Context: an optimization exercise on an open-source flow, tuned for small area, a short achievable clock period and few clock cycles per item. The choices shown serve that exercise and are no tape-out recipe. Function was checked by simulation only, so behaviour that the tests miss may differ from the original.

<file path="flow/config.mk">
export PLATFORM = sky130hd
export DESIGN_NAME = top
export DESIGN_NICKNAME = top
export VERILOG_FILES = /design/flow/design.v
export SDC_FILE = /design/flow/constraint.sdc
export NUM_CORES = 4
export LEC_CHECK = 0
export CAP_MARGIN = 20
export CORE_MARGIN = 2
export CORE_UTILIZATION = 40
export SLEW_MARGIN = 20
</file>
<file path="flow/run.sh">
#!/bin/bash
# synth_recipe.tcl (not shown) runs the flow's synth.tcl, then flattens the netlist and writes it again
# the make line also repeats each setting of config.mk as NAME=value (left out here)
make -C /OpenROAD-flow-scripts/flow DESIGN_CONFIG=/design/flow/config.mk WORK_HOME=/design/flow/orfs CLKGATE_MAP_FILE= SYNTH_SCRIPT=/design/flow/synth_recipe.tcl finish
</file>
<file path="flow/design.v">
module Reg_0 (
    input wire clk,
    input wire rst,
    input wire en_0,
    input wire [15:0] d_in,
    output reg [15:0] d_out
);
    always @(posedge clk or posedge rst) begin
        if (rst) begin
            d_out <= 16'b0;
        end else if (en_0) begin
            d_out <= d_in;
        end
    end
endmodule
module mux (
    input [3:0] sel,          
    input [15:0] d_out_0,     
    input [15:0] d_out_1,     
    input [15:0] d_out_2,     
    input [15:0] d_out_3,     
    input [15:0] d_out_4,     
    input [15:0] d_out_5,     
    input [15:0] d_out_6,     
    input [15:0] d_out_7,     
    input [15:0] immediate_value,
    output reg [15:0] out     
);
  always @(*) begin
    case (sel)
        4'b0000: out = d_out_0;
        4'b0001: out = d_out_1;
        4'b0010: out = d_out_2;
        4'b0011: out = d_out_3;
        4'b0100: out = d_out_4;
        4'b0101: out = d_out_5;
        4'b0110: out = d_out_6;
        4'b0111: out = d_out_7;
        4'b1000: out = immediate_value;
        default: out = 16'hFFFF;
    endcase
  end
endmodule
module ARITHM(
  input wire [15:0] in_a,
  input wire [15:0] in_b,
  input wire [2:0] select,
  output reg [15:0] alu_out
);
  reg [15:0] temp_result;
always @(*) begin      
    temp_result = 16'b0;
case (select)
    3'b000: temp_result = (in_a) + (in_b);
    3'b001: temp_result = (in_a) - (in_b);
    3'b010: temp_result = (in_a) & (in_b);
    3'b011: temp_result = (in_a) | (in_b);
    3'b100: temp_result = (in_a) ^ (in_b);
    3'b101: temp_result = (in_a) << (in_b);
    3'b110: temp_result = (in_a) >> (in_b);
    3'b111: begin
    if (in_a == in_b) temp_result = 16'd0;
    else if (in_a > in_b) temp_result = 16'd1;
    else if (in_a < in_b) temp_result = 16'd2;
    end
    default: temp_result = 16'b0;
    endcase
    alu_out = temp_result;
end
  endmodule
module Control_Unit(
    input clk,
    input rst,
    input [15:0] instruction,
    output reg [2:0] alu_sel,
    output reg [3:0] mux_sel,
    output reg ctrl_enable_0,
    output reg ctrl_enable_1,
    output reg ctrl_enable_2,
    output reg ctrl_enable_3,
    output reg ctrl_enable_4,
    output reg ctrl_enable_5,
    output reg ctrl_enable_6,
    output reg ctrl_enable_7,
    output reg ctrl_enable_i,
    output reg ctrl_enable_s,
    output reg ctrl_enable_c,
    output reg [15:0] immediate_value,
    output reg ctrl_done_out
);
	wire run;
    parameter STATE_0 = 2'b00;
    parameter STATE_1 = 2'b01;
    parameter STATE_2 = 2'b10;
    parameter STATE_3 = 2'b11;
    reg [1:0] current_state, next_state;
    reg [3:0] mux_sel_rx;  
    assign run = instruction[1:0]!=2'b10;
    always @(posedge clk or posedge rst) begin
        if (rst) begin
            current_state <= STATE_0;
        end else begin
            current_state <= next_state;
        end
    end
    always @(*) begin
    case (current_state)
        STATE_0: begin
            if (run)
                next_state = STATE_1;
            else
                next_state = STATE_0;  
        end
        STATE_1: next_state = STATE_2;
        STATE_2: next_state = STATE_3;
        STATE_3: next_state = STATE_0;
        default: next_state = STATE_0;
    endcase
end
    always @(*) begin
        ctrl_done_out = 1'b0;
        ctrl_enable_0 = 1'b0;
        ctrl_enable_1 = 1'b0;
        ctrl_enable_2 = 1'b0;
        ctrl_enable_3 = 1'b0;
        ctrl_enable_4 = 1'b0;
        ctrl_enable_5 = 1'b0;
        ctrl_enable_6 = 1'b0;
        ctrl_enable_7 = 1'b0;
        ctrl_enable_s = 1'b0;
        ctrl_enable_c = 1'b0;
        ctrl_enable_i = 1'b0;
        immediate_value = 16'b0;
        mux_sel_rx = 4'b0000;
        mux_sel = 4'b0000;
        alu_sel = 3'b000;
        case (current_state)
            STATE_0: begin
            if (run) begin
                ctrl_enable_i = 1'b1;
                ctrl_enable_s = 1'b1;
                mux_sel = {1'b0, instruction[15:13]};
                end
            end
            STATE_1: begin
                ctrl_enable_c = 1'b1;
                alu_sel = instruction[4:2];
                if (instruction[1:0] == 2'b01) begin
                    immediate_value[15:0] = {{8{1'b0}}, instruction[12:5]};
                    mux_sel = 4'b1000;
                end else if (instruction[1:0] == 2'b10) begin
                    immediate_value[15:0] = {8'b0, instruction[11:4]};
                end else begin
                    mux_sel = {1'b0, instruction[12:10]};
                end
            end
            STATE_2: begin
                mux_sel_rx = instruction[15:13];
                case (mux_sel_rx)
                    4'b0000: ctrl_enable_0 = 1'b1;
                    4'b0001: ctrl_enable_1 = 1'b1;
                    4'b0010: ctrl_enable_2 = 1'b1;
                    4'b0011: ctrl_enable_3 = 1'b1;
                    4'b0100: ctrl_enable_4 = 1'b1;
                    4'b0101: ctrl_enable_5 = 1'b1;
                    4'b0110: ctrl_enable_6 = 1'b1;
                    4'b0111: ctrl_enable_7 = 1'b1;
                endcase
            end
            STATE_3: begin
                ctrl_done_out = 1'b1;
            end
            default: begin
                ctrl_done_out = 1'b0;  
            end
        endcase
    end
endmodule
module top (
  input wire clk,        
  input wire reset,             
  input wire [15:0] instruction, 
  output done,
  	output wire [15:0] d_out_c,
	 output wire [15:0] d_out_0,
   	 output wire [15:0] d_out_1,
   	 output wire [15:0] d_out_2,
   	 output wire [15:0] d_out_3,
   	 output wire [15:0] d_out_4,
   	 output wire [15:0] d_out_5,
   	 output wire [15:0] d_out_6,
  	 output wire [15:0] d_out_7
);
	wire [15:0] immediate_value;
	wire [15:0] d_out_i;
   	wire [15:0] mux_out_rx;
   	wire [2:0] alu_sel;
   	wire [3:0] mux_sel;
 	wire [15:0] d_out_s;
	wire [15:0] alu_out;
  	wire ctrl_enable_0, ctrl_enable_7;
   	wire ctrl_enable_i, ctrl_enable_s, ctrl_enable_c;
	wire ctrl_enable_1, ctrl_enable_2, ctrl_enable_3, ctrl_enable_4, ctrl_enable_5, ctrl_enable_6;
Control_Unit control_unit (
    .clk(clk),
    .rst(reset),
    .immediate_value(immediate_value),
    .ctrl_done_out(done),
    .instruction(instruction),
    .mux_sel(mux_sel),
    .alu_sel(alu_sel),
    .ctrl_enable_0(ctrl_enable_0),
    .ctrl_enable_1(ctrl_enable_1),
    .ctrl_enable_2(ctrl_enable_2),
    .ctrl_enable_3(ctrl_enable_3),
    .ctrl_enable_4(ctrl_enable_4),
    .ctrl_enable_5(ctrl_enable_5),
    .ctrl_enable_6(ctrl_enable_6),
    .ctrl_enable_7(ctrl_enable_7),   
    .ctrl_enable_i(ctrl_enable_i),
    .ctrl_enable_s(ctrl_enable_s),
    .ctrl_enable_c(ctrl_enable_c)
);
  Reg_0 reg0 (.clk(clk), .rst(reset), .en_0(ctrl_enable_0), .d_in(d_out_c), .d_out(d_out_0));
  Reg_0 reg1 (.clk(clk), .rst(reset), .en_0(ctrl_enable_1), .d_in(d_out_c), .d_out(d_out_1));
  Reg_0 reg2 (.clk(clk), .rst(reset), .en_0(ctrl_enable_2), .d_in(d_out_c), .d_out(d_out_2));
  Reg_0 reg3 (.clk(clk), .rst(reset), .en_0(ctrl_enable_3), .d_in(d_out_c), .d_out(d_out_3));
  Reg_0 reg4 (.clk(clk), .rst(reset), .en_0(ctrl_enable_4), .d_in(d_out_c), .d_out(d_out_4));
  Reg_0 reg5 (.clk(clk), .rst(reset), .en_0(ctrl_enable_5), .d_in(d_out_c), .d_out(d_out_5));
  Reg_0 reg6 (.clk(clk), .rst(reset), .en_0(ctrl_enable_6), .d_in(d_out_c), .d_out(d_out_6));
  Reg_0 reg7 (.clk(clk), .rst(reset), .en_0(ctrl_enable_7), .d_in(d_out_c), .d_out(d_out_7));
  Reg_0 regS (.clk(clk), .rst(reset), .en_0(ctrl_enable_s), .d_in(mux_out_rx), .d_out(d_out_s));
  Reg_0 regC (.clk(clk), .rst(reset), .en_0(ctrl_enable_c), .d_in(alu_out), .d_out(d_out_c));
  Reg_0 regi (.clk(clk), .rst(reset), .en_0(ctrl_enable_i), .d_in(instruction), .d_out(d_out_i));
  mux my_mux_rx (
    .sel(mux_sel),
    .d_out_0(d_out_0),
    .d_out_1(d_out_1),
    .d_out_2(d_out_2),
    .d_out_3(d_out_3),
    .d_out_4(d_out_4),
    .d_out_5(d_out_5),
    .d_out_6(d_out_6),
    .d_out_7(d_out_7),
    .immediate_value(immediate_value),
    .out(mux_out_rx)
);
ARITHM my_alu (
    .in_a(d_out_s),      
    .in_b(mux_out_rx),       
    .select(alu_sel),     
    .alu_out(alu_out)
);
endmodule
</file>
<file path="flow/constraint.sdc">
create_clock -name core_clock -period 6.0 [get_ports {clk}]
set_input_delay 1.2000 -clock core_clock [delete_from_list [all_inputs] [get_ports {clk}]]
set_output_delay 1.2000 -clock core_clock [all_outputs]
set_load 0.01 [all_outputs]
</file>
==> results of run 1 <==
==> critical path: cells and delay by family <==
kind                     cells  cell delay, ps
AO/OA/AOI/OAI               12            2660
XOR/XNOR                     1             100
adder cells (fa/ha/maj)      1             360
buffers and inverters        3            1140
AND/OR/NAND/NOR              5             560
==> flip-flops by register name (all words and copies together) (netlist names) <==
register                    cells
reg1.d_out                     16
reg6.d_out                     16
regC.d_out                     16
reg2.d_out                     16
reg7.d_out                     16
reg5.d_out                     16
reg0.d_out                     16
regS.d_out                     16
control_unit.current_state      2
reg3.d_out                     16
reg4.d_out                     16
==> cell families after synthesis <==
family                     synth area share, %
adders and majority gates                 5.27
buffers and inverters                     4.68
DFF                                       36.2
muxes                                     15.8
AOI/OAI and AO/OA                         23.6
xor gates and xnor gates                  1.41
and+or+nand+nor                           13.1
==> layer usage <==
layer | share of wire (%) | wire, um | up-vias | GRT usage, %
met1 | 44 | 20200 | 5597 | 43.6
met5 | 0 | 0 | - | 0
li1 | - | - | 4988 | -
met4 | 3.3 | 1500 | 0 | 11.1
met2 | 46 | 21100 | 555 | 50.2
met3 | 7.1 | 3260 | 109 | 4.83
==> stage by stage <==
step | utilization, % | hold slack [ps] | worst slack, ps | setup TNS [ps]
final | 52.9 | 534 | 278 | 0
after global routing | 52.8 | 551 | 9.79 | 0
after CTS | 52.7 | 534 | 277 | 0
after detailed placement | 50.5 | 519 | -158 | -475
after global placement | 50.5 | 514 | -162 | -420
after floorplan | - | 521 | 104 | 0
==> final timing paths <==
kind | start | to | slack, ps | depth (start not counted)
max in group asynchronous | reset | reg0.d_out[14]$_DFFE_PP0P_ | 3800 | 3
hold reg to reg | reg7.d_out[3]$_DFFE_PP0P_ | reg7.d_out[3]$_DFFE_PP0P_ | 530 | 1
setup reg to reg | control_unit.current_state[1]$_DFF_PP0_ | regC.d_out[15]$_DFFE_PP0N_ | 680 | 24
setup / recovery | instruction[12] | regC.d_out[15]$_DFFE_PP0N_ | 280 | 22
min in group asynchronous | reset | reg3.d_out[7]$_DFFE_PP0P_ | 1230 | 2
hold / removal | reg7.d_out[3]$_DFFE_PP0P_ | reg7.d_out[3]$_DFFE_PP0P_ | 530 | 1
==> cell type report <==
type	count	area, um2	area share (%)
Clock inverter	14	173	1.18
Sequential cell	162	4050	27.7
Multi-Input combinational cell	916	6700	45.8
Antenna cell	1	2.50	0.0171
Tap cell	378	473	3.23
Timing Repair Buffer	285	2590	17.7
Clock buffer	18	429	2.93
Inverter	56	215	1.47
==> layout by cell type, fill, tap and decap left out, types with 10 or more instances in the layout <==
master           Yosys  routed
ha_1                44      43
nand3_1             40      40
a221oi_1            10      10
clkdlybuf4s50_1      0     162
mux2i_1             18      18
mux2_2             131     131
o211ai_1            15      15
and3_1              13      13
xnor2_1             15      15
a21oi_1             87      86
a211oi_1            12      11
o22ai_1             11      11
nor3_1              17      13
nor2_1              79      76
o21ai_0             87      87
a31oi_1             21      19
buf_4                2     119
inv_1               51      50
a22oi_1             21      21
nor2b_1             10      10
nand2_1             91      91
dfrtp_1            162     162
clkbuf_16            0      17
o21ai_1             11      10
a22o_1              11      11
==> timing repair <==
| action | CTS | global route |
|---|---|---|
| endpoints found under the setup margin | 0 | 4 |
| hold buffers | 0 | 0 |
| gates resized for setup | 0 | 8 |
==> results_dict.tcl, run 1 <==
set metrics [dict create \
    place.gp.congestion 1.02 \
    critPathMostFrequentCell "a21oi_1" \
    synth.net_count 1273 \
    status "timing/DRC/antenna clean" \
    design_area_mm2 0.0146 \
    syn_avg_cell_area_um2 9.27 \
    cpPeakStageDelay_ps 710 \
    die_h_um 171 \
    clockBufferDepth 2 \
    crit_type "primary input to flop" \
    ys_types 87 \
    htreeDepth 4 \
    hpwl_mm 34.6 \
    crit_chain "clkdlybuf4s50_1 > nand2_1 > o21ai_1 > buf_4 > nand3_1 > a21oi_1 > o32a_1 > nor2_4 > ha_1 > o21bai_1 > a21oi_1 > o21bai_1 > a21oi_1 > and2_1 > o32a_1 > o32ai_1 > buf_4 > nand3_1 > a31oi_2 > xnor2_1 > a221oi_1 > a21oi_1" \
    dp.cells 1797 \
    synth_seq_cells 162 \
    drive_above_1_share_pct 23.2 \
    grt_pass1_vias 10843 \
    core_area_mm2 0.0277 \
    grt_start_max_net_pins 100 \
    maxCapViolations 0 \
    hp-class "flop to flop" \
    rsz0062_at_grt "false" \
    post_drt_wl_per_cell_um 25.2 \
    drtAntennaViolNets 0 \
    synth_area_mm2 0.0112 \
    synth_top_area_cell "dfrtp_1" \
    ys.flop_type "dfrtp_1" \
    synthTopCellsByCount "162 x dfrtp_1, 131 x mux2_2, 91 x nand2_1, 87 x a21oi_1, 87 x o21ai_0" \
    layout-area-overhead-vs-synth_pct 30.7 \
    clock-root-buffer "clkbuf_16" \
    seq_area_frac_synth_pct 36.2 \
    cts_tree "yes" \
    nNetsFinal 1502 \
    overflow 0 \
    final_hold_viol_count 0 \
    end_kind "flop" \
    cp_max_fo 6 \
    clock_latency_ps 440 \
    io_pins 163 \
    wl_mm 46.0 \
    antenna_found_initial 0 \
    grt_pass1_wl_mm 68.9 \
    drt_first_iter_violations 1080 \
    clk_pin_slew_ps 70 \
    critPathSlowestCell "clkdlybuf4s50_1" \
    drc_errors 0 \
    via_count 11249 \
    yosys-top-cells-area "dfrtp_1 36%, mux2_2 13%, ha_1 4.9%, a21oi_1 3.9%, o21ai_0 3.9%" \
    die_w_um 171 \
    synth.most_common_cell "dfrtp_1" \
    fillers 2623 \
    async_flop_share_pct 100 \
    worstPathRequired_ps 6310 \
    setup_violations 0 \
    grtUsageTotal_pct 31.5 \
    synth_edf_count 0 \
    placementRows 61 \
    synthCells 1209 \
    stdcell_count 1830 \
    start_kind "primary input" \
    slew_headroom_pct 21.9 \
    slew_violations 0 \
    drt-vias-per-instance 6.15 \
    worst_slew_pin_slew_ps 1170 \
    io_buffers 162 \
    fin_skew_ps 12.3 \
    timing.fmax_ghz 0.175 \
    post_dp_cell_area_mm2 0.0140 \
    yosysWarnings 4 \
    start_util_pct 40.4 \
    netlist.area_leader.share_pct 36.2 \
    fin_crit_sh_pct 95.4 \
    firstDrtPassIters 7 \
    cts_sinks 162 \
    cts_setup_buffers 0 \
    worstPathArrival_ps 6030 \
    dieArea_mm2 0.0294 \
    post-route-min-period_ps 5720 \
    numCtsBuffers 17 \
]
Testbench counts, summed over its fixed seeds: cycles 12,800, insns 3,200.
==> run 2, diff against run 1 <==
==> flow/design.v (replaced) <==
module Reg_0 (
  input  wire        clk,
  input  wire        rst,
  input  wire        en_0,
  input  wire [15:0] d_in,
  output reg  [15:0] q,
  output wire [15:0] d_out
);
  assign d_out = en_0 ? d_in : q;
  always @(posedge clk or posedge rst) begin
    if (rst)
      q <= 16'b0;
    else
      q <= d_out;
  end
endmodule
module mux (
  input  wire [2:0]  sel,
  input  wire        imm_sel,
  input  wire [7:0]  imm,
  input  wire [15:0] d0, d1, d2, d3, d4, d5, d6, d7,
  output reg  [15:0] out
);
  always @(*) begin
    if (imm_sel)
      out = {8'b0, imm};
    else
      case (sel)
        3'd0: out = d0;
        3'd1: out = d1;
        3'd2: out = d2;
        3'd3: out = d3;
        3'd4: out = d4;
        3'd5: out = d5;
        3'd6: out = d6;
        default: out = d7;
      endcase
  end
endmodule
module ARITHM (
  input  wire [15:0] in_a,
  input  wire [15:0] in_b,
  input  wire [2:0]  select,
  output reg  [15:0] alu_out
);
  always @(*) begin
    case (select)
      3'd0: alu_out = in_a + in_b;
      3'd1: alu_out = in_a - in_b;
      3'd2: alu_out = in_a & in_b;
      3'd3: alu_out = in_a | in_b;
      3'd4: alu_out = in_a ^ in_b;
      3'd5: alu_out = in_a << in_b;
      3'd6: alu_out = in_a >> in_b;
      default: alu_out = (in_a == in_b) ? 16'd0 : ((in_a > in_b) ? 16'd1 : 16'd2);
    endcase
  end
endmodule
module Control_Unit (
  input  wire        rst,
  input  wire [15:0] instruction,
  output wire [7:0]  wr_en,
  output wire        wr_c,
  output wire        use_imm,
  output wire [2:0]  alu_sel,
  output wire        done
);
  wire run = (instruction[1:0] != 2'b10) & ~rst;
  assign done    = run;
  assign wr_c    = run;
  assign wr_en   = {8{run}} & (8'b1 << instruction[15:13]);
  assign use_imm = instruction[0] & ~instruction[1];
  assign alu_sel = instruction[4:2];
endmodule
module top (
  input  wire        clk,
  input  wire        reset,
  input  wire [15:0] instruction,
  output wire        done,
  output wire [15:0] d_out_c,
  output wire [15:0] d_out_0,
  output wire [15:0] d_out_1,
  output wire [15:0] d_out_2,
  output wire [15:0] d_out_3,
  output wire [15:0] d_out_4,
  output wire [15:0] d_out_5,
  output wire [15:0] d_out_6,
  output wire [15:0] d_out_7
);
  wire [7:0]  wr_en;
  wire        wr_c;
  wire        use_imm;
  wire [2:0]  alu_sel;
  wire [15:0] q0, q1, q2, q3, q4, q5, q6, q7, qc;
  wire [15:0] a, b, alu_out;
  Control_Unit control_unit (
    .rst(reset), .instruction(instruction),
    .wr_en(wr_en), .wr_c(wr_c), .use_imm(use_imm), .alu_sel(alu_sel),
    .done(done)
  );
  mux mux_a (.sel(instruction[15:13]), .imm_sel(1'b0), .imm(8'b0),
             .d0(q0), .d1(q1), .d2(q2), .d3(q3), .d4(q4), .d5(q5), .d6(q6), .d7(q7),
             .out(a));
  mux mux_b (.sel(instruction[12:10]), .imm_sel(use_imm), .imm(instruction[12:5]),
             .d0(q0), .d1(q1), .d2(q2), .d3(q3), .d4(q4), .d5(q5), .d6(q6), .d7(q7),
             .out(b));
  ARITHM my_alu (.in_a(a), .in_b(b), .select(alu_sel), .alu_out(alu_out));
  Reg_0 reg0 (.clk(clk), .rst(reset), .en_0(wr_en[0]), .d_in(alu_out), .q(q0), .d_out(d_out_0));
  Reg_0 reg1 (.clk(clk), .rst(reset), .en_0(wr_en[1]), .d_in(alu_out), .q(q1), .d_out(d_out_1));
  Reg_0 reg2 (.clk(clk), .rst(reset), .en_0(wr_en[2]), .d_in(alu_out), .q(q2), .d_out(d_out_2));
  Reg_0 reg3 (.clk(clk), .rst(reset), .en_0(wr_en[3]), .d_in(alu_out), .q(q3), .d_out(d_out_3));
  Reg_0 reg4 (.clk(clk), .rst(reset), .en_0(wr_en[4]), .d_in(alu_out), .q(q4), .d_out(d_out_4));
  Reg_0 reg5 (.clk(clk), .rst(reset), .en_0(wr_en[5]), .d_in(alu_out), .q(q5), .d_out(d_out_5));
  Reg_0 reg6 (.clk(clk), .rst(reset), .en_0(wr_en[6]), .d_in(alu_out), .q(q6), .d_out(d_out_6));
  Reg_0 reg7 (.clk(clk), .rst(reset), .en_0(wr_en[7]), .d_in(alu_out), .q(q7), .d_out(d_out_7));
  Reg_0 regC (.clk(clk), .rst(reset), .en_0(wr_c),     .d_in(alu_out), .q(qc), .d_out(d_out_c));
endmodule
==> results_dict.tcl, run 2 <==
set metrics [dict create \
    min_to "regC.q[4]$_DFF_PP0_" \
    grt_pass1_vias 16837 \
    fin_hold_ws_ps 491 \
    final_core_util_pct 74.0 \
    post_dp_cell_area_mm2 0.0185 \
    clk_pin_slew_ps 60 \
    fin_ws_ps -337 \
    nNetsFinal 2379 \
    drive_above_1_share_pct 57.3 \
    clockBufferDepth 2 \
    grt_pass1_wl_mm 106 \
    status "complete, but fails checks" \
    synthTopCellsByCount "166 x nor2_1, 144 x dfrtp_1, 111 x mux2i_1, 102 x a21oi_1, 101 x nand2_1" \
    die_h_um 185 \
    clock_latency_ps 440 \
    synth_area_mm2 0.0131 \
    violations "setup timing" \
    fillers 2306 \
    clock-root-buffer "clkbuf_16" \
    ys.flop_type "dfrtp_1" \
    io_buffers 162 \
    synth.net_count 1656 \
    timing.fmax_ghz 0.158 \
    firstDrtPassIters 6 \
    slew_headroom_pct 17.4 \
    rsz0062_at_grt "true" \
    maxCapViolations 0 \
    hp-start "regC.q[4]$_DFF_PP0_" \
    yosysWarnings 3 \
    worst_slew_pin_slew_ps 1240 \
    synth_seq_cells 144 \
    cpPeakStageDelay_ps 350 \
    cp_num_buf_inv 9 \
    synth_top_area_cell "dfrtp_1" \
    final_hold_viol_count 0 \
    seq_area_frac_synth_pct 27.5 \
    hpwl_mm 49.3 \
    end_kind "output pin" \
    synth.most_common_cell "nor2_1" \
    synth_edf_count 0 \
    netlist.area_leader.share_pct 27.5 \
    dieArea_mm2 0.0342 \
    placementRows 66 \
    worstPathArrival_ps 5140 \
    drc_errors 0 \
    antenna_found_initial 1 \
    cts_sinks 144 \
    ys_types 92 \
    synthCells 1586 \
    r2r_slack_ps 510 \
    syn_avg_cell_area_um2 8.26 \
    reg2regPathDepth 33 \
    via_count 17753 \
    post-route-min-period_ps 6340 \
    seqCellArea_mm2 0.00360 \
    die_w_um 185 \
    layout-area-overhead-vs-synth_pct 83.0 \
    setup_tns_ps -20410 \
    final_common_cell "buf_4" \
    drt-vias-per-instance 6.42 \
    crit_chain "buf_8 > buf_12 > a21boi_1 > a211o_1 > a31oi_1 > buf_4 > buf_6 > ha_4 > inv_2 > fa_2 > o21ba_4 > nor4_4 > o311ai_4 > a211oi_2 > buf_4 > nor2_1 > o211a_1 > o31ai_4 > buf_6 > o31ai_4 > buf_4 > mux2_4 > buf_6" \
    fin_crit_sh_pct 106 \
    core_area_mm2 0.0324 \
    grt_start_max_net_pins 108 \
    crit_type "primary input to output pin" \
    post_drt_wl_per_cell_um 27.2 \
    critPathSlowestCell "fa_2" \
    numCtsBuffers 17 \
    wl_mm 75.3 \
    multi_input_area_mm2 0.0119 \
    cpLargestDelayFamily "compound AO/OA/AOI/OAI gates" \
    whs_path_depth 2 \
    io_pins 163 \
    cts_tree "yes" \
    start_kind "primary input" \
    drt_first_iter_violations 2092 \
    async_flop_share_pct 100 \
    fin_skew_ps 7.84 \
    htreeDepth 4 \
    slew_violations 0 \
    yosys-top-cells-area "dfrtp_1 28%, mux2i_1 8.5%, ha_1 4.8%, nor2_1 4.8%, o211ai_1 4.1%" \
    timing.rr.start "reg7.q[3]$_DFF_PP0_" \
    regToRegEndpoint "reg2.q[7]$_DFF_PP0_" \
    hp-class "flop to flop" \
    design_area_mm2 0.0240 \
    setup_violations 123 \
    worstPathRequired_ps 4800 \
    place.gp.congestion 0.987 \
    overflow 0 \
    dp_slack_ps -1250 \
    mostFrequentLayoutCells "508 x buf_4, 144 x dfrtp_1, 130 x buf_6" \
    grtUsageTotal_pct 41.7 \
    cp_max_fo 7 \
    drtAntennaViolNets 0 \
    start_util_pct 40.5 \
]
-- run 2: cell types whose count changed after synthesis, sizes merged, moves of 14 or more --
cell	change
a21oi	+29
mux2i	+93
nand3	+27
o22ai	+14
nor2	+86
dfrtp	-18
o31ai	+40
o211ai	+59
mux2	-102
buf	+29
clkbuf	+16
nor3	+43
-- run 2: layout make-up --
| type | count | share of cell area (%) |
|---|---|---|
| multi-input cells | 1254 | 49.5 |
| inverters | 72 | 1.22 |
| clock inverters | 10 | 0.371 |
| well taps | 442 | 2.31 |
| clock buffers | 21 | 1.92 |
| repair buffers | 820 | 29.7 |
| flip-flops and latches | 144 | 15.0 |
| diodes | 1 | 0.0104 |
-- run 2: routing by layer --
layer / GRT usage [%] / routed length [um] / vias up
li1: - / - / 7464
met3: 9.26 / 7520 / 357
met2: 65.1 / 34500 / 1288
met5: 0 / 0 / -
met1: 53.0 / 28500 / 8644
met4: 24.0 / 4820 / 0
-- run 2: per-stage QoR --
step | cells
detailed placement | 2499
floorplan | 1586
global route | 2763
global placement | 2499
CTS | 2691
finish | 2764
-- run 2: worst max-delay path by stage --
stage / cells past startpoint / endpoint / startpoint
after global placement: 17 / d_out_7[0] / instruction[12]
after CTS: 23 / d_out_4[12] / instruction[15]
final: 23 / d_out_4[12] / instruction[15]
after global routing: 23 / d_out_4[12] / instruction[15]
after detailed placement: 18 / d_out_6[0] / instruction[12]
after floorplan: 17 / d_out_1[15] / instruction[10]
-- run 2: cell families after synthesis --
kind of cell,after synthesis,share of synthesized area [%]
DFF,144,27.5
adders and majority gates,52,5.08
muxes,148,12.4
AOI/OAI and AO/OA,539,29.8
xor gates and xnor gates,6,0.401
buffers and inverters,192,6.31
and+or+nand+nor,505,18.5
-- run 2: repair_timing --
| item | CTS | global route |
|---|---|---|
| buffers inserted | 155 | 94 |
| setup endpoints to repair | 144 | 146 |
| gates cloned | 18 | 2 |
| resized for setup | 1025 | 271 |
| pin swaps | 157 | 127 |
| hold buffers | 0 | 0 |
-- run 2: worst min-delay path, stage by stage, from the launching register on --
cell	delay (ps)
dfrtp_1	340
a21oi_2	60
o31ai_2	60
Testbench counts of run 2, summed over its fixed seeds: cycles 3,200, insns 3,200.
==> run 3, diff against run 2 <==
--- a/flow/design.v
+++ b/flow/design.v
@@ -20,21 +20,11 @@
   input  wire [7:0]  imm,
   input  wire [15:0] d0, d1, d2, d3, d4, d5, d6, d7,
-  output reg  [15:0] out
+  output wire [15:0] out
 );
-  always @(*) begin
-    if (imm_sel)
-      out = {8'b0, imm};
-    else
-      case (sel)
-        3'd0: out = d0;
-        3'd1: out = d1;
-        3'd2: out = d2;
-        3'd3: out = d3;
-        3'd4: out = d4;
-        3'd5: out = d5;
-        3'd6: out = d6;
-        default: out = d7;
-      endcase
-  end
+  wire [7:0] oh = imm_sel ? 8'b0 : (8'b1 << sel);
+  assign out = ({16{oh[0]}} & d0) | ({16{oh[1]}} & d1) | ({16{oh[2]}} & d2) |
+               ({16{oh[3]}} & d3) | ({16{oh[4]}} & d4) | ({16{oh[5]}} & d5) |
+               ({16{oh[6]}} & d6) | ({16{oh[7]}} & d7) |
+               {8'b0, imm_sel ? imm : 8'b0};
 endmodule
 module ARITHM (
@@ -42,18 +32,59 @@
   input  wire [15:0] in_b,
   input  wire [2:0]  select,
-  output reg  [15:0] alu_out
+  output wire [15:0] alu_out
 );
+  wire op_add = select == 3'd0;
+  wire op_sub = select == 3'd1;
+  wire op_and = select == 3'd2;
+  wire op_or  = select == 3'd3;
+  wire op_xor = select == 3'd4;
+  wire op_shl = select == 3'd5;
+  wire op_shr = select == 3'd6;
+  wire op_cmp = select == 3'd7;
+  wire        sub = op_sub | op_cmp;
+  wire [15:0] bx  = in_b ^ {16{sub}};
+  wire [15:0] g0  = in_a & bx;
+  wire [15:0] p0  = in_a ^ bx;
+  reg [15:0] g, p, gn, pn;
+  integer i, l;
   always @(*) begin
-    case (select)
-      3'd0: alu_out = in_a + in_b;
-      3'd1: alu_out = in_a - in_b;
-      3'd2: alu_out = in_a & in_b;
-      3'd3: alu_out = in_a | in_b;
-      3'd4: alu_out = in_a ^ in_b;
-      3'd5: alu_out = in_a << in_b;
-      3'd6: alu_out = in_a >> in_b;
-      default: alu_out = (in_a == in_b) ? 16'd0 : ((in_a > in_b) ? 16'd1 : 16'd2);
-    endcase
+    g = g0; p = p0;
+    for (l = 0; l < 4; l = l + 1) begin
+      gn = g; pn = p;
+      for (i = 0; i < 16; i = i + 1)
+        if ((i >> l) & 1) begin
+          gn[i] = g[i] | (p[i] & g[((i >> l) << l) - 1]);
+          pn[i] = p[i] & p[((i >> l) << l) - 1];
+        end
+      g = gn; p = pn;
+    end
   end
+  wire [15:0] c   = {g[14:0] | (p[14:0] & {15{sub}}), sub};
+  wire [15:0] sum = p0 ^ c;
+  wire        gt  = g[15];               
+  wire        eq  = p[15];               
+  wire        lt  = ~(g[15] | p[15]);
+  wire [15:0] ar;
+  wire [15:0] sr;
+  genvar k;
+  generate
+    for (k = 0; k < 16; k = k + 1) begin : rev
+      assign ar[k] = op_shl ? in_a[15-k] : in_a[k];
+    end
+  endgenerate
+  assign sr = ar >> in_b[3:0];
+  wire big = |in_b[15:4];
+  wire [15:0] srl;
+  generate
+    for (k = 0; k < 16; k = k + 1) begin : rev2
+      assign srl[k] = sr[15-k];
+    end
+  endgenerate
+  assign alu_out = ({16{op_add | op_sub}} & sum) |
+                   ({16{op_and | op_or}} & g0) |
+                   ({16{op_or | op_xor}} & p0) |
+                   ({16{op_shr & ~big}} & sr) |
+                   ({16{op_shl & ~big}} & srl) |
+                   {14'b0, op_cmp & lt, op_cmp & gt};
 endmodule
 module Control_Unit (
==> flow/flow/run.sh (new file) <==
#!/bin/bash
set -euo pipefail
export BUFFER_PORTS_ARGS="-buffer_cell sky130_fd_sc_hd__buf_1"
bash standard.sh > flow_standard.log 2>&1
==> flow/standard.sh (new file) <==
#!/bin/bash
# synth_recipe.tcl (not shown) runs the flow's synth.tcl, then flattens the netlist and writes it again
# the make line also repeats each setting of config.mk as NAME=value (left out here)
make -C /OpenROAD-flow-scripts/flow DESIGN_CONFIG=/design/flow/config.mk WORK_HOME=/design/flow/orfs CLKGATE_MAP_FILE= SYNTH_SCRIPT=/design/flow/synth_recipe.tcl "${@:-finish}"
removed: flow/run.sh
==> results_dict.tcl, run 3 <==
set metrics [dict create \
    start_util_pct 40.8 \
    overflow 0 \
    worstPathArrival_ps 5310 \
    grt_pass1_vias 10959 \
    clock_latency_ps 450 \
    hp-class "flop to flop" \
    drive_above_1_share_pct 54.1 \
    clk_pin_slew_ps 70 \
    maxCapViolations 0 \
    synth_edf_count 0 \
    dieArea_mm2 0.0270 \
    worst_slew_pin_slew_ps 1040 \
    seq_area_frac_synth_pct 35.1 \
    antenna_found_initial 0 \
    async_flop_share_pct 100 \
    place.gp.congestion 0.998 \
    post-route-min-period_ps 6510 \
    multi_input_area_mm2 0.00756 \
    final_common_cell "buf_4" \
    r2r_slack_ps 1540 \
    hpwl_mm 32.5 \
    fin_crit_sh_pct 109 \
    cp_max_fo 6 \
    seqCellArea_mm2 0.00360 \
    netlist.area_leader.share_pct 35.1 \
    fin_ws_ps -512 \
    clockBufferDepth 2 \
    synth_seq_cells 144 \
    cts_sinks 144 \
    io_buffers 162 \
    slew_headroom_pct 30.7 \
    grt_pass1_wl_mm 67.3 \
    worstPathRequired_ps 4800 \
    drt_first_iter_violations 1282 \
    final_hold_viol_count 0 \
    core_area_mm2 0.0252 \
    drc_errors 0 \
    layout-area-overhead-vs-synth_pct 56.4 \
    fillers 1906 \
    firstDrtPassIters 5 \
    grtUsageTotal_pct 33.6 \
    crit_type "primary input to output pin" \
    violations "setup timing" \
    grt_start_max_net_pins 95 \
    synth.most_common_cell "dfrtp_1" \
    numCtsBuffers 17 \
    diodes 0 \
    wl_mm 47.2 \
    die_w_um 164 \
    startpoint "instruction[12]" \
    timing.rr.start "reg4.q[4]$_DFF_PP0_" \
    status "complete, but fails checks" \
    critPathCapture "d_out_7[1]" \
    yosys-top-cells-area "dfrtp_1 35%, mux2_2 12%, mux4_2 8.5%, a21oi_1 4.5%, mux2i_1 4.3%" \
    reg2regPathDepth 18 \
    end_kind "output pin" \
    synth_area_mm2 0.0103 \
    ys_types 82 \
    rsz0062_at_grt "true" \
    setup_violations 144 \
    ys.flop_type "dfrtp_1" \
    post_drt_wl_per_cell_um 26.7 \
    io_pins 163 \
    setup_tns_ps -42170 \
    slew_violations 0 \
    mostFrequentLayoutCells "244 x buf_4, 144 x dfrtp_1, 84 x buf_6" \
    drt-vias-per-instance 6.39 \
    via_count 11308 \
    drtAntennaViolNets 0 \
    yosysWarnings 2 \
    fin_skew_ps 19.1 \
    synthCells 1027 \
    synth.net_count 1061 \
    die_h_um 164 \
    dp_slack_ps -813 \
    timing.fmax_ghz 0.154 \
    synthTopCellsByCount "144 x dfrtp_1, 109 x mux2_2, 93 x a21oi_1, 85 x nor2_1, 66 x nand2_1" \
    clock-root-buffer "clkbuf_16" \
    nNetsFinal 1461 \
    start_kind "primary input" \
    regToRegEndpoint "reg7.q[10]$_DFF_PP0_" \
    placementRows 58 \
    syn_avg_cell_area_um2 10.0 \
    htreeDepth 4 \
    synth_top_area_cell "dfrtp_1" \
    cts_tree "yes" \
]
-- run 3: cell types whose count changed after synthesis, moves of 31 or more --
cell	delta
inv_1	-59
mux2i_1	-67
nor3_1	-35
nand3_1	-42
mux2_2	+82
ha_1	-34
mux4_2	+31
nor2_1	-81
nand2_1	-35
o211ai_1	-60
o21ai_0	-44
-- run 3: final cells by class --
cell class | count | area share (%)
Tap cell | 330 | 2.57
Sequential cell | 144 | 22.4
Inverter | 7 | 0.195
Clock buffer | 17 | 2.65
Clock inverter | 15 | 1.14
Timing Repair Buffer | 462 | 24.0
Multi-Input combinational cell | 795 | 47.0
-- run 3: cells by family after synthesis --
group,Yosys count,share of synthesized area [%]
compound gates,271,17.9
fa+ha+maj,16,1.95
simple gates,286,14.1
flops,144,35.1
mux,192,24.8
buf+inv,90,3.79
xor+xnor,28,2.39
-- run 3: what timing repair did --
item	in CTS	in global routing
endpoints found under the setup margin	144	144
hold endpoints to repair	0	0
resized for setup	191	278
gates cloned	8	6
pin swaps	57	66
hold buffers	0	0
buffers inserted	43	22
-- run 3: how the worst min path moves through the flow --
stage                                   start             endpoint  slack (ps)  cells past startpoint
final                     regC.q[7]$_DFF_PP0_  regC.q[7]$_DFF_PP0_         480                      2
after global routing      regC.q[7]$_DFF_PP0_  regC.q[7]$_DFF_PP0_         500                      2
after CTS                 regC.q[1]$_DFF_PP0_  regC.q[1]$_DFF_PP0_         480                      2
after detailed placement  regC.q[8]$_DFF_PP0_  regC.q[8]$_DFF_PP0_         460                      2
after global placement    regC.q[8]$_DFF_PP0_  regC.q[8]$_DFF_PP0_         450                      2
after floorplan           regC.q[1]$_DFF_PP0_  regC.q[1]$_DFF_PP0_         480                      2
-- run 3: metal layers --
| metal | track usage, % | vias up | routed length [um] |
|---|---|---|---|
| met5 | 0 | - | 0 |
| met4 | 15.6 | 0 | 2630 |
| met3 | 5.51 | 214 | 4510 |
| met2 | 52.6 | 749 | 21600 |
| met1 | 45.5 | 5595 | 18400 |
| li1 | - | 4750 | - |
-- run 3: critical path: stages --
cell and delay [ps]:
clkbuf_16 140, buf_12 140, buf_6 120, mux2_4 300, a32oi_1 180, nor2_1 110, a211o_1 340, xnor2_2 170
ha_1 320, nand4_1 130, or2_4 290, or4_4 480, nor4b_4 150, a2111oi_4 240, buf_4 180, o31ai_4 60
a211oi_4 320, buf_12 180, a21oi_4 60, buf_2 170
-- run 3: stage by stage --
step | cells | hold WS, ps | utilization, % | area (um2)
final | 1770 | 478 | 63.8 | 16100
after global routing | 1770 | 500 | 63.8 | 16100
after CTS | 1746 | 477 | 59.5 | 15000
after detailed placement | 1664 | 455 | 52.2 | 13200
after global placement | 1664 | 447 | 52.2 | 13200
after floorplan | 1027 | 477 | - | 10700
Testbench counts of run 3, summed over its fixed seeds: cycles 3,200, insns 3,200.
==> run 4, diff against run 3 <==
--- a/flow/config.mk
+++ b/flow/config.mk
@@ -6,6 +6,8 @@
 export NUM_CORES = 4
 export LEC_CHECK = 0
+export ABC_AREA = 1
 export CAP_MARGIN = 20
 export CORE_MARGIN = 2
 export CORE_UTILIZATION = 40
+export SETUP_SLACK_MARGIN = 0.5
 export SLEW_MARGIN = 20
==> results_dict.tcl, run 4 <==
set metrics [dict create \
    postCtsHoldBufs 0 \
    grt_busiest_layer "met2" \
    synthCells 1674 \
    grt_pass1_wl_mm 69.6 \
    synth.net_count 1708 \
    critPathSlowestCell "ha_1" \
    wl_mm 48.0 \
    seq_area_frac_synth_pct 34.6 \
    io_buffers 162 \
    rsz0062_at_grt "true" \
    core_area_mm2 0.0258 \
    cpPeakStageDelay_ps 310 \
    hpwl_mm 34.3 \
    die_h_um 165 \
    via_count 12776 \
    syn_avg_cell_area_um2 6.22 \
    grtUsageTotal_pct 34.1 \
    clock_latency_ps 430 \
    drtAntennaViolNets 0 \
    worstPathArrival_ps 4510 \
    place.gp.congestion 0.981 \
    worstPathRequired_ps 4800 \
    htreeDepth 4 \
    clk_pin_slew_ps 70 \
    yosysWarnings 2 \
    cpLargestDelayFamily "simple AND/OR/NAND/NOR gates" \
    post-route-min-period_ps 5710 \
    design_area_mm2 0.0143 \
    setup_violations 0 \
    async_flop_share_pct 100 \
    drc_errors 0 \
    cp_num_buf_inv 8 \
    status "timing/DRC/antenna clean" \
    synth_seq_cells 144 \
    fillers 2639 \
    cp_max_fo 7 \
    nNetsFinal 1951 \
    io_pins 163 \
    clock-root-buffer "clkbuf_16" \
    placementRows 59 \
    synth.most_common_cell "nand2_1" \
    drive_above_1_share_pct 27.3 \
    gr-usage-met1_pct 47.0 \
    post_dp_cell_area_mm2 0.0117 \
    fin_skew_ps 10.6 \
    grtUsageMet3_pct 6.39 \
    synth_edf_count 0 \
    layout-area-overhead-vs-synth_pct 37.3 \
    cts_sinks 144 \
    firstDrtPassIters 5 \
    overflow 0 \
    synth-compound-area-share_pct 6.10 \
    worst_slew_pin_slew_ps 845 \
    synth_top_family_by_area "simple AND/OR/NAND/NOR gates" \
    hp-class "flop to flop" \
    netlist.area_leader.share_pct 34.6 \
    numCtsBuffers 17 \
    slew_headroom_pct 43.5 \
    final_common_cell "nand2_1" \
    timing.fmax_ghz 0.175 \
    start_util_pct 40.3 \
    mostFrequentLayoutCells "675 x nand2_1, 151 x nand3_1, 144 x dfrtp_1" \
    synth_area_mm2 0.0104 \
    grt_start_max_net_pins 90 \
    use_met2_pct 54.1 \
    synthSimpleGateAreaFrac_pct 48.9 \
    synth_top_area_cell "dfrtp_1" \
    end_kind "output pin" \
    ys_types 40 \
    synthAdderAreaFrac_pct 1.92 \
    start_kind "primary input" \
    fin_crit_sh_pct 95.2 \
    slew_violations 0 \
    final_hold_viol_count 0 \
    diodes 0 \
    crit_type "primary input to output pin" \
    post_drt_wl_per_cell_um 21.2 \
    final_core_util_pct 55.4 \
    grt_pass1_vias 11355 \
    drt-vias-per-instance 5.64 \
    synthTopCellsByCount "797 x nand2_1, 166 x nand3_1, 144 x dfrtp_1, 129 x nor2_1, 89 x inv_1" \
    die_w_um 165 \
    maxCapViolations 0 \
    antenna_found_initial 0 \
    cts_tree "yes" \
    ys.flop_type "dfrtp_1" \
    drt_first_iter_violations 1670 \
    clockBufferDepth 2 \
    critPathMostFrequentCell "nand2_4" \
    r2r_slack_ps 2660 \
    synth_xor_area_share_pct 1.26 \
    dieArea_mm2 0.0274 \
    yosys-top-cells-area "dfrtp_1 35%, nand2_1 29%, nand3_1 8.0%, nor2_1 4.6%, nand4_1 4.3%" \
    synthMuxAreaShare_pct 0 \
]
==> run 4: final timing paths <==
check,cells after the start,endpoint,start
setup / recovery,29,d_out_6[14],instruction[1]
hold / removal,2,regC.q[11]$_DFF_PP0_,regC.q[11]$_DFF_PP0_
setup reg to reg,21,reg4.q[10]$_DFF_PP0_,reg2.q[3]$_DFF_PP0_
hold reg to reg,2,regC.q[11]$_DFF_PP0_,regC.q[11]$_DFF_PP0_
max in group asynchronous,3,reg1.q[5]$_DFF_PP0_,reset
min in group asynchronous,2,regC.q[7]$_DFF_PP0_,reset
==> run 4: logic make-up (layout without fill, tap and decap cells) <==
family | count (synthesis) | in the layout
flip-flops | 144 | 144
AO/OA/AOI/OAI | 113 | 113
adder cells (fa/ha/maj) | 16 | 16
XOR/XNOR | 15 | 15
buffers and inverters | 176 | 423
AND/OR/NAND/NOR | 1210 | 1219
==> run 4: metal layers <==
layer	wire length, um	vias up
met4	1600	0
met2	21800	665
met1	20100	6135
met5	0	-
li1	-	5885
met3	4380	91
==> run 4: repair_timing <==
action / CTS / global route
buffers inserted: 25 / 21
endpoints found under the setup margin: 144 / 144
gates cloned: 6 / 3
pin swaps: 56 / 95
gates resized for setup: 207 / 307
==> run 4: per-stage QoR <==
step / cells / TNS (ps) / hold WS [ps] / worst slack, ps
2_1_floorplan: 1674 / 0 / 506 / 604
3_3_place_gp: 2178 / -36.7 / 458 / -36.7
3_5_place_dp: 2178 / -32.1 / 462 / -24.6
4_1_cts: 2241 / 0 / 480 / 415
5_1_grt: 2265 / 0 / 492 / 126
6_report: 2265 / 0 / 478 / 285
==> run 4: tightest hold or removal path: cells and delay by family (launching register included) <==
family / cells / cell delay [ps]
flip-flops: 1 / 320
AND/OR/NAND/NOR: 2 / 130
==> run 4: cell type report <==
type / count / area, um2 / area share, %
Timing Repair Buffer: 288 / 2030 / 14.2
Clock inverter: 15 / 163 / 1.14
Clock buffer: 17 / 425 / 2.97
Tap cell: 335 / 419 / 2.93
Multi-Input combinational cell: 1363 / 7250 / 50.7
Sequential cell: 144 / 3600 / 25.2
Inverter: 103 / 418 / 2.92
==> run 5, diff against run 4 <==
--- a/flow/config.mk
+++ b/flow/config.mk
@@ -9,5 +9,5 @@
 export CAP_MARGIN = 20
 export CORE_MARGIN = 2
-export CORE_UTILIZATION = 40
-export SETUP_SLACK_MARGIN = 0.5
+export CORE_UTILIZATION = 50
+export SETUP_SLACK_MARGIN = 0.3
 export SLEW_MARGIN = 20
==> results_dict.tcl, run 5 <==
set metrics [dict create \
    regToRegEndpoint "reg4.q[14]$_DFF_PP0_" \
    fin_crit_sh_pct 94.0 \
    clock_latency_ps 440 \
    whs_path_depth 2 \
    min_to "regC.q[1]$_DFF_PP0_" \
    synth_edf_count 0 \
    cts_sinks 144 \
    stdcell_count 2145 \
    timing.fmax_ghz 0.177 \
    place.gp.congestion 1.09 \
    timing.rr.start "reg4.q[7]$_DFF_PP0_" \
    cp_max_fo 24 \
    die_h_um 148 \
    seq_area_frac_synth_pct 34.6 \
    worst_slew_pin_slew_ps 845 \
    wl_mm 46.1 \
    final_common_cell "nand2_1" \
    fin_skew_ps 15.8 \
    via_count 12839 \
    fillers 1944 \
    yosysWarnings 2 \
    synth_seq_cells 144 \
    crit_type "primary input to output pin" \
    async_flop_share_pct 100 \
    core_area_mm2 0.0204 \
    drc_errors 0 \
    ys_types 40 \
    post-route-min-period_ps 5640 \
    r2r_slack_ps 2750 \
    ys.flop_type "dfrtp_1" \
    dieArea_mm2 0.0220 \
    synth_top_family_by_area "simple AND/OR/NAND/NOR gates" \
    nNetsFinal 1896 \
    htreeDepth 4 \
    overflow 0 \
    synthSimpleGateAreaFrac_pct 48.9 \
    dp.cells 2082 \
    synthCells 1674 \
    diodes 0 \
    synth-compound-area-share_pct 6.10 \
    fin_ws_ps 360 \
    setup_tns_ps 0 \
    setup_violations 0 \
    mostFrequentLayoutCells "767 x nand2_1, 157 x nand3_1, 144 x dfrtp_1" \
    worstPathRequired_ps 4800 \
    grt_pass1_wl_mm 68.1 \
    drt_first_iter_violations 1467 \
    yosys-top-cells-area "dfrtp_1 35%, nand2_1 29%, nand3_1 8.0%, nor2_1 4.6%, nand4_1 4.3%" \
    start_kind "primary input" \
    status "timing/DRC/antenna clean" \
    postCtsHoldBufs 0 \
    end_kind "output pin" \
    hp-class "flop to flop" \
    clock-root-buffer "clkbuf_16" \
    hp-start "regC.q[1]$_DFF_PP0_" \
    io_pins 163 \
    netlist.area_leader.share_pct 34.6 \
    drive_above_1_share_pct 15.7 \
    synth_top_area_cell "dfrtp_1" \
    dp_slack_ps 12.5 \
    synth_area_mm2 0.0104 \
    synth.most_common_cell "nand2_1" \
    cts_tree "yes" \
    grt_start_max_net_pins 93 \
    grtUsageTotal_pct 40.4 \
    layout-area-overhead-vs-synth_pct 24.3 \
    antenna_found_initial 0 \
    synthAdderAreaFrac_pct 1.92 \
    hpwl_mm 33.7 \
    post_drt_wl_per_cell_um 21.5 \
    fin_hold_ws_ps 476 \
    drt-vias-per-instance 5.99 \
    die_w_um 148 \
    firstDrtPassIters 5 \
    slew_violations 0 \
    synth_xor_area_share_pct 1.26 \
    drtAntennaViolNets 0 \
    numCtsBuffers 17 \
    synthMuxAreaShare_pct 0 \
    placementRows 52 \
    startpoint "instruction[13]" \
    reg2regPathDepth 19 \
    maxCapViolations 0 \
    final_hold_viol_count 0 \
    rsz0062_at_grt "true" \
    slew_headroom_pct 43.7 \
    syn_avg_cell_area_um2 6.22 \
    start_util_pct 51.2 \
    clk_pin_slew_ps 80 \
    synthTopCellsByCount "797 x nand2_1, 166 x nand3_1, 144 x dfrtp_1, 129 x nor2_1, 89 x inv_1" \
    grt_pass1_vias 11750 \
    synth.net_count 1708 \
    worstPathArrival_ps 4440 \
    clockBufferDepth 2 \
    io_buffers 162 \
]
run 5: cell counts after synthesis:
Identical to the previous run, type by type.
run 5: how the worst max path moves through the flow:
stage                        to  cells past startpoint
finish               d_out_0[8]                     22
detailed placement   d_out_4[8]                     24
CTS                 d_out_4[10]                     28
floorplan           d_out_c[11]                     23
global placement     d_out_4[8]                     24
global route        d_out_4[15]                     25
run 5: layout make-up:
cell class | instances | area, um2 | share of cell area [%]
sequential | 144 | 3600 | 27.8
tap | 270 | 338 | 2.61
timing repair buffer | 237 | 1330 | 10.2
inverter | 103 | 425 | 3.28
clock inverter | 15 | 180 | 1.39
multi-input combinational | 1359 | 6650 | 51.4
clock buffer | 17 | 425 | 3.28
run 5: stage by stage:
| stage | area (um2) | util (%) |
|---|---|---|
| 2_1_floorplan | 10400 | - |
| 3_3_place_gp | 11400 | 56.0 |
| 3_5_place_dp | 11400 | 56.0 |
| 4_1_cts | 12200 | 59.8 |
| 5_1_grt | 13000 | 63.6 |
| 6_report | 13000 | 63.6 |
run 5: metal layers:
metal,global-route usage [%],part of all wire [%]
met5,0,0
met4,20.1,5.3
met3,7.91,12
met2,60.2,43
met1,56.3,40
run 5: kinds of logic (layout without fill, tap and decap cells):
logic type               after synthesis  count (layout)
flip-flops                           144             144
AO/OA/AOI/OAI                        113             113
AND/OR/NAND/NOR                     1210            1215
XOR/XNOR                              15              15
buffers and inverters                176             372
adder cells (fa/ha/maj)               16              16
run 5: timing repair:
item | in CTS | in global routing
resized for setup | 36 | 186
endpoints found under the setup margin | 111 | 135
gates cloned | 2 | 4
pin swaps | 7 | 48
buffers inserted | 4 | 21
run 5: worst max-delay path: stages:
cell     delay, ps
buf_2          240
nor2_2         140
buf_12         180
nand3_1         80
nand2_1         60
nor2_2         270
nand2_1        120
ha_1           370
a21oi_2        240
o21ai_4        100
inv_1           60
o21ai_1         60
buf_4          170
a21o_1         190
nand2_1         80
nand2_1         70
o21ai_2        170
inv_2          100
nand3_4        160
nand2_1         80
nand2_1        130
buf_1          160
==> run 6, diff against run 5 <==
==> flow/flow/run.sh (replaced) <==
#!/bin/bash
# The standard layout (standard.sh) with two changes:
#  - no half/full-adder cell extraction in synthesis (ADDER_MAP_FILE empty), so
#    abc maps the adder's generate/propagate logic with the rest of the logic;
#  - the port buffers are plain buf_1 cells (repair may resize them).
# The synthesis script itself is the standard flow's, so the registers are the standard ones.
set -euo pipefail
export ADDER_MAP_FILE=
export BUFFER_PORTS_ARGS="-buffer_cell sky130_fd_sc_hd__buf_1"
bash standard.sh > flow_layout.log 2>&1
==> results_dict.tcl, run 6 <==
set metrics [dict create \
    status "timing/DRC/antenna clean" \
    hp-class "flop to flop" \
    final_core_util_pct 59.3 \
    synth.most_common_cell "nand2_1" \
    fin_ws_ps 470 \
    synth_area_mm2 0.0105 \
    post_drt_wl_per_cell_um 20.1 \
    stdcell_count 2192 \
    grt_pass1_wl_mm 66.0 \
    crit_type "primary input to output pin" \
    grt_pass1_vias 11250 \
    drive_above_1_share_pct 10.3 \
    grtUsageTotal_pct 39.2 \
    hpwl_mm 33.1 \
    final_hold_viol_count 0 \
    cp_max_fo 30 \
    ys.flop_type "dfrtp_1" \
    slew_headroom_pct 39.4 \
    clockBufferDepth 2 \
    yosys-top-cells-area "dfrtp_1 34%, nand2_1 31%, nand3_1 8.1%, nor2_1 3.8%, inv_1 3.5%" \
    synth.net_count 1749 \
    async_flop_share_pct 100 \
    post-route-min-period_ps 5530 \
    firstDrtPassIters 6 \
    fillers 2086 \
    drtAntennaViolNets 0 \
    synthCells 1731 \
    timing.fmax_ghz 0.181 \
    antenna_found_initial 0 \
    fin_hold_ws_ps 476 \
    mostFrequentLayoutCells "868 x nand2_1, 169 x nand3_1, 160 x buf_1" \
    worstPathRequired_ps 4800 \
    grt_start_max_net_pins 99 \
    clock_latency_ps 440 \
    wl_mm 44.0 \
    dieArea_mm2 0.0222 \
    dp.cells 2148 \
    place.gp.congestion 1.05 \
    drt_first_iter_violations 1542 \
    die_h_um 149 \
    layout-area-overhead-vs-synth_pct 17.7 \
    rsz0062_at_grt "true" \
    placementRows 53 \
    drt-vias-per-instance 5.76 \
    syn_avg_cell_area_um2 6.07 \
    yosysWarnings 2 \
    postCtsHoldBufs 0 \
    start_util_pct 50.4 \
    clock-root-buffer "clkbuf_16" \
    htreeDepth 4 \
    ys_types 42 \
    dp_slack_ps 339 \
    drc_errors 0 \
    fin_crit_sh_pct 92.2 \
    seqCellArea_mm2 0.00360 \
    worst_slew_pin_slew_ps 909 \
    numCtsBuffers 17 \
    end_kind "output pin" \
    synth_top_area_cell "dfrtp_1" \
    synth_seq_cells 144 \
    overflow 0 \
    seq_area_frac_synth_pct 34.3 \
    synthTopCellsByCount "873 x nand2_1, 169 x nand3_1, 144 x dfrtp_1, 107 x nor2_1, 99 x inv_1" \
    core_area_mm2 0.0208 \
    final_common_cell "nand2_1" \
    setup_tns_ps 0 \
    multi_input_area_mm2 0.00633 \
    nNetsFinal 1922 \
    cts_tree "yes" \
    worstPathArrival_ps 4330 \
    die_w_um 149 \
    via_count 12622 \
    slew_violations 0 \
    netlist.area_leader.share_pct 34.3 \
    cts_sinks 144 \
    fin_skew_ps 14.5 \
    io_pins 163 \
    setup_violations 0 \
    io_buffers 162 \
    start_kind "primary input" \
    synth_edf_count 0 \
    clk_pin_slew_ps 60 \
    maxCapViolations 0 \
    diodes 0 \
]
==> run 6: changes by cell type after synthesis, moves of 9 or more <==
| cell | before | now |
|---|---|---|
| nor2_1 | 129 | 107 |
| a22oi_1 | 9 | 0 |
| nand2_1 | 797 | 873 |
| inv_2 | 13 | 24 |
| ha_1 | 16 | 0 |
| nand4_1 | 71 | 32 |
| xor2_1 | 15 | 0 |
| nand2_2 | 19 | 30 |
| o21ai_1 | 9 | 28 |
| clkbuf_1 | 34 | 20 |
| nor3_1 | 3 | 15 |
| nor2_4 | 1 | 10 |
| inv_1 | 89 | 99 |
| o22ai_1 | 1 | 10 |
==> run 6: layout make-up <==
type                            count  share of cell area [%]
Clock buffer                       17                    3.44
Clock inverter                     15                    1.58
Inverter                          127                    3.94
Multi-Input combinational cell   1409                    51.2
Sequential cell                   144                    29.2
Tap cell                          275                    2.78
Timing Repair Buffer              205                    7.89
==> run 6: through the flow <==
step	instance area, um2
after global routing	12400
after global placement	11500
after detailed placement	11500
after floorplan	10500
after CTS	12100
final	12400
==> run 6: kinds of logic after synthesis <==
kind of cell | after synthesis | share of synthesized area [%]
DFF | 144 | 34.3
and+or+nand+nor | 1274 | 51.6
AOI/OAI and AO/OA | 132 | 6.90
buffers and inverters | 181 | 7.17
==> run 6: repair_timing <==
item | 4_1_cts | 5_1_grt
gates resized for setup | 0 | 46
endpoints found under the setup margin | 0 | 144
buffers inserted | 0 | 9
endpoints found under the hold margin | 0 | 0
==> run 6: routing by layer <==
| layer | track usage (%) | up-vias | wire (um) |
|---|---|---|---|
| met5 | 0 | - | 0 |
| li1 | - | 5847 | - |
| met4 | 14.9 | 0 | 1820 |
| met3 | 5.87 | 125 | 4480 |
| met1 | 57.7 | 5868 | 18800 |
| met2 | 58.1 | 782 | 18900 |
==> run 6: worst max-delay path, stage by stage <==
cell and delay [ps]:
buf_1 160, nor2_4 300, inv_1 180, o21ai_2 210
buf_4 360, nand2_1 100, nand3_1 190, nand2_1 150
inv_2 110, nand2_1 80, nor2_1 110, nand2_2 140
nand2_4 150, nand3_2 90, nand3_1 180, nand3_4 230
nand2_1 120, nand2_1 100, buf_1 140
==> run 6: path summary, 6_finish.rpt <==
check                                     from  slack [ps]  cells after the start                   to
min in group asynchronous                reset         970                      2  reg4.q[4]$_DFF_PP0_
setup / recovery                instruction[3]         470                     19           d_out_6[1]
setup reg to reg           reg3.q[0]$_DFF_PP0_        2950                     16  reg6.q[1]$_DFF_PP0_
hold / removal             regC.q[7]$_DFF_PP0_         480                      2  regC.q[7]$_DFF_PP0_
max in group asynchronous                reset        3900                      3  reg3.q[2]$_DFF_PP0_
hold reg to reg            regC.q[7]$_DFF_PP0_         480                      2  regC.q[7]$_DFF_PP0_
==> run 7, diff against run 6 <==
--- a/flow/config.mk
+++ b/flow/config.mk
@@ -10,4 +10,6 @@
 export CORE_MARGIN = 2
 export CORE_UTILIZATION = 50
+export CTS_BUF_LIST = sky130_fd_sc_hd__clkbuf_8
+export CTS_CLUSTER_SIZE = 10
 export SETUP_SLACK_MARGIN = 0.3
 export SLEW_MARGIN = 20
==> results_dict.tcl, run 7 <==
set metrics [dict create \
    dp.cells 2148 \
    yosysWarnings 2 \
    drt-vias-per-instance 5.76 \
    overflow 0 \
    io_pins 163 \
    seq_area_frac_synth_pct 34.3 \
    antenna_found_initial 0 \
    clk_pin_slew_ps 90 \
    mostFrequentLayoutCells "870 x nand2_1, 169 x nand3_1, 159 x buf_1" \
    post-route-min-period_ps 5520 \
    synth_seq_cells 144 \
    synth_area_mm2 0.0105 \
    rsz0062_at_grt "true" \
    slew_headroom_pct 39.1 \
    reg2regPathDepth 16 \
    cts_sinks 144 \
    grtUsageTotal_pct 39.0 \
    cts_tree "yes" \
    die_w_um 149 \
    clock_latency_ps 480 \
    crit_chain "buf_1 > inv_1 > nand2_2 > buf_6 > nand2_4 > nor2_4 > buf_4 > nand2_1 > o21ai_0 > nor2_1 > nand2_1 > nor2_1 > and3_1 > nand2_2 > nor2_4 > inv_2 > o21ai_1 > nor3_4 > nand2_2 > nand2_1 > nand2_1 > buf_1" \
    start_util_pct 50.4 \
    io_buffers 162 \
    grtUsageMet3_pct 6.21 \
    use_met2_pct 57.7 \
    drtAntennaViolNets 0 \
    stdcell_count 2193 \
    min_to "regC.q[4]$_DFF_PP0_" \
    numCtsBuffers 17 \
    syn_avg_cell_area_um2 6.07 \
    worstPathRequired_ps 4800 \
    timing.rr.start "reg3.q[0]$_DFF_PP0_" \
    whs_path_depth 2 \
    crit_type "primary input to output pin" \
    synth.most_common_cell "nand2_1" \
    ys_types 42 \
    hpwl_mm 33.1 \
    dieArea_mm2 0.0222 \
    post_drt_wl_per_cell_um 20.1 \
    synth_edf_count 0 \
    fin_skew_ps 19.7 \
    cp_max_fo 16 \
    dp_slack_ps 339 \
    grt_pass1_vias 11210 \
    grt_start_max_net_pins 99 \
    critPathMostFrequentCell "nand2_1" \
    synth.net_count 1749 \
    drive_above_1_share_pct 10.3 \
    fin_crit_sh_pct 92.0 \
    hp-class "flop to flop" \
    start_kind "primary input" \
    wl_mm 44.0 \
    layout-area-overhead-vs-synth_pct 15.9 \
    clockBufferDepth 2 \
    drc_errors 0 \
    worstPathArrival_ps 4320 \
    slew_violations 0 \
    fin_hold_ws_ps 482 \
    gr-usage-met1_pct 57.5 \
    netlist.area_leader.share_pct 34.3 \
    die_h_um 149 \
    r2r_slack_ps 2990 \
    final_common_cell "nand2_1" \
    cpPeakStageDelay_ps 240 \
    synthCells 1731 \
    ys.flop_type "dfrtp_1" \
    grt_busiest_layer "met2" \
    clock-root-buffer "clkbuf_8" \
    multi_input_area_mm2 0.00632 \
    grt_pass1_wl_mm 65.8 \
    hp-start "regC.q[4]$_DFF_PP0_" \
    maxCapViolations 0 \
    end_kind "output pin" \
    synthTopCellsByCount "873 x nand2_1, 169 x nand3_1, 144 x dfrtp_1, 107 x nor2_1, 99 x inv_1" \
    drt_first_iter_violations 1503 \
    regToRegEndpoint "reg6.q[1]$_DFF_PP0_" \
    status "timing/DRC/antenna clean" \
    async_flop_share_pct 100 \
    nNetsFinal 1923 \
    yosys-top-cells-area "dfrtp_1 34%, nand2_1 31%, nand3_1 8.1%, nor2_1 3.8%, inv_1 3.5%" \
    place.gp.congestion 1.05 \
    htreeDepth 4 \
    firstDrtPassIters 6 \
    fillers 2121 \
    timing.fmax_ghz 0.181 \
    synth_top_area_cell "dfrtp_1" \
    startpoint "instruction[1]" \
    placementRows 53 \
    core_area_mm2 0.0208 \
    fin_ws_ps 477 \
    diodes 0 \
    setup_tns_ps 0 \
    worst_slew_pin_slew_ps 913 \
    critPathSlowestCell "nor2_1" \
    seqCellArea_mm2 0.00360 \
    setup_violations 0 \
    final_hold_viol_count 0 \
    via_count 12623 \
]
[run 7: changes by cell type in the layout (fill, tap and decap cells not counted)]
cell,change
buf_1,-1
nor3_2,-1
nor2_2,+1
nand2_4,-2
nand2_2,+1
clkbuf_2,+1
nand2_1,+2
clkbuf_16,-17
clkbuf_8,+17
nor3_1,+1
nor2_1,-2
nor2_4,+1
[run 7: cell families (layout without fill, tap and decap cells)]
group,count (synthesis),after routing,synth area share [%]
buffers and inverters,181,364,7.17
flip-flops,144,144,34.3
AO/OA/AOI/OAI,132,132,6.90
AND/OR/NAND/NOR,1274,1278,51.6
[run 7: layer usage]
metal,vias up,routed length [um]
met4,0,1570
met3,101,4640
met1,5913,18800
li1,5849,-
met2,760,19000
met5,-,0
[run 7: worst max-delay path by stage]
stage                          end  cells after the start
2_1_floorplan  reg0.q[0]$_DFF_PP0_                      1
3_3_place_gp            d_out_0[8]                     20
3_5_place_dp           d_out_4[15]                     20
4_1_cts                d_out_4[15]                     20
5_1_grt                 d_out_0[5]                     24
6_report                d_out_0[4]                     22
[run 7: critical path: cells and delay by family]
| kind | cells | cell delay [ps] |
|---|---|---|
| AO/OA/AOI/OAI | 2 | 340 |
| buffers and inverters | 6 | 810 |
| AND/OR/NAND/NOR | 14 | 1960 |
[run 7: area by class of cell]
cell class	instances	area share (%)
Clock inverter	15	1.60
Clock buffer	17	1.92
Inverter	127	4.00
Timing Repair Buffer	205	8.02
Multi-Input combinational cell	1410	52.0
Sequential cell	144	29.6
Tap cell	275	2.83
[run 7: what timing repair did]
item                                    4_1_cts  5_1_grt
endpoints found under the setup margin        0      144
hold buffers                                  0        0
resized for setup                             0       46
endpoints found under the hold margin         0        0
buffers inserted                              0        9
[run 7: through the flow]
stage | utilization, % | instance area [um2]
2_1_floorplan | - | 10500
4_1_cts | 57.1 | 11900
3_3_place_gp | 55.0 | 11500
6_report | 58.4 | 12200
5_1_grt | 58.4 | 12200
3_5_place_dp | 55.0 | 11500

==> static timing again, ports no longer ideal <==
The flow's constraints put no driver on any port. The routed layouts listed below were extracted and timed again, unchanged, in two steps.
Step 1, drivers: a clkbuf_16 drives clk and a buf_2 each remaining input, both assumed.
Step 2 moves the port delays by t, midway between the first and last clock arrival at a register: inputs arrive t later, outputs are due t later. That takes back most of the time a late clock gives input paths.
a / b / c = ideal / step 1 / step 2; a / b = the first two.
run	shift t [ns]	setup WS [ns]	worst hold slack (ns)	pins driven straight from the clock port
run 1	0.485	0.278 / 0.277 / -0.208	0.534 / 0.534 / 0.534	1
run 2	0.491	-0.337 / -0.381 / -0.635	0.491 / 0.491 / 0.491	1
run 3	0.488	-0.512 / -0.553 / -0.553	0.478 / 0.478 / 0.478	1
run 4	0.475	0.285 / 0.229 / 0.229	0.478 / 0.478 / 0.478	1
run 5	0.482	0.360 / 0.337 / 0.337	0.476 / 0.476 / 0.476	1
run 6	0.478	0.470 / 0.433 / 0.433	0.476 / 0.476 / 0.476	1
run 7	0.513	0.477 / 0.457 / 0.457	0.482 / 0.482 / 0.482	1
With both steps, setup timing fails in run 1, where it was met with ideal ports. The setup slack of run 1, which loses most, moves by -0.001 ns with the drivers and by -0.486 ns with both steps.
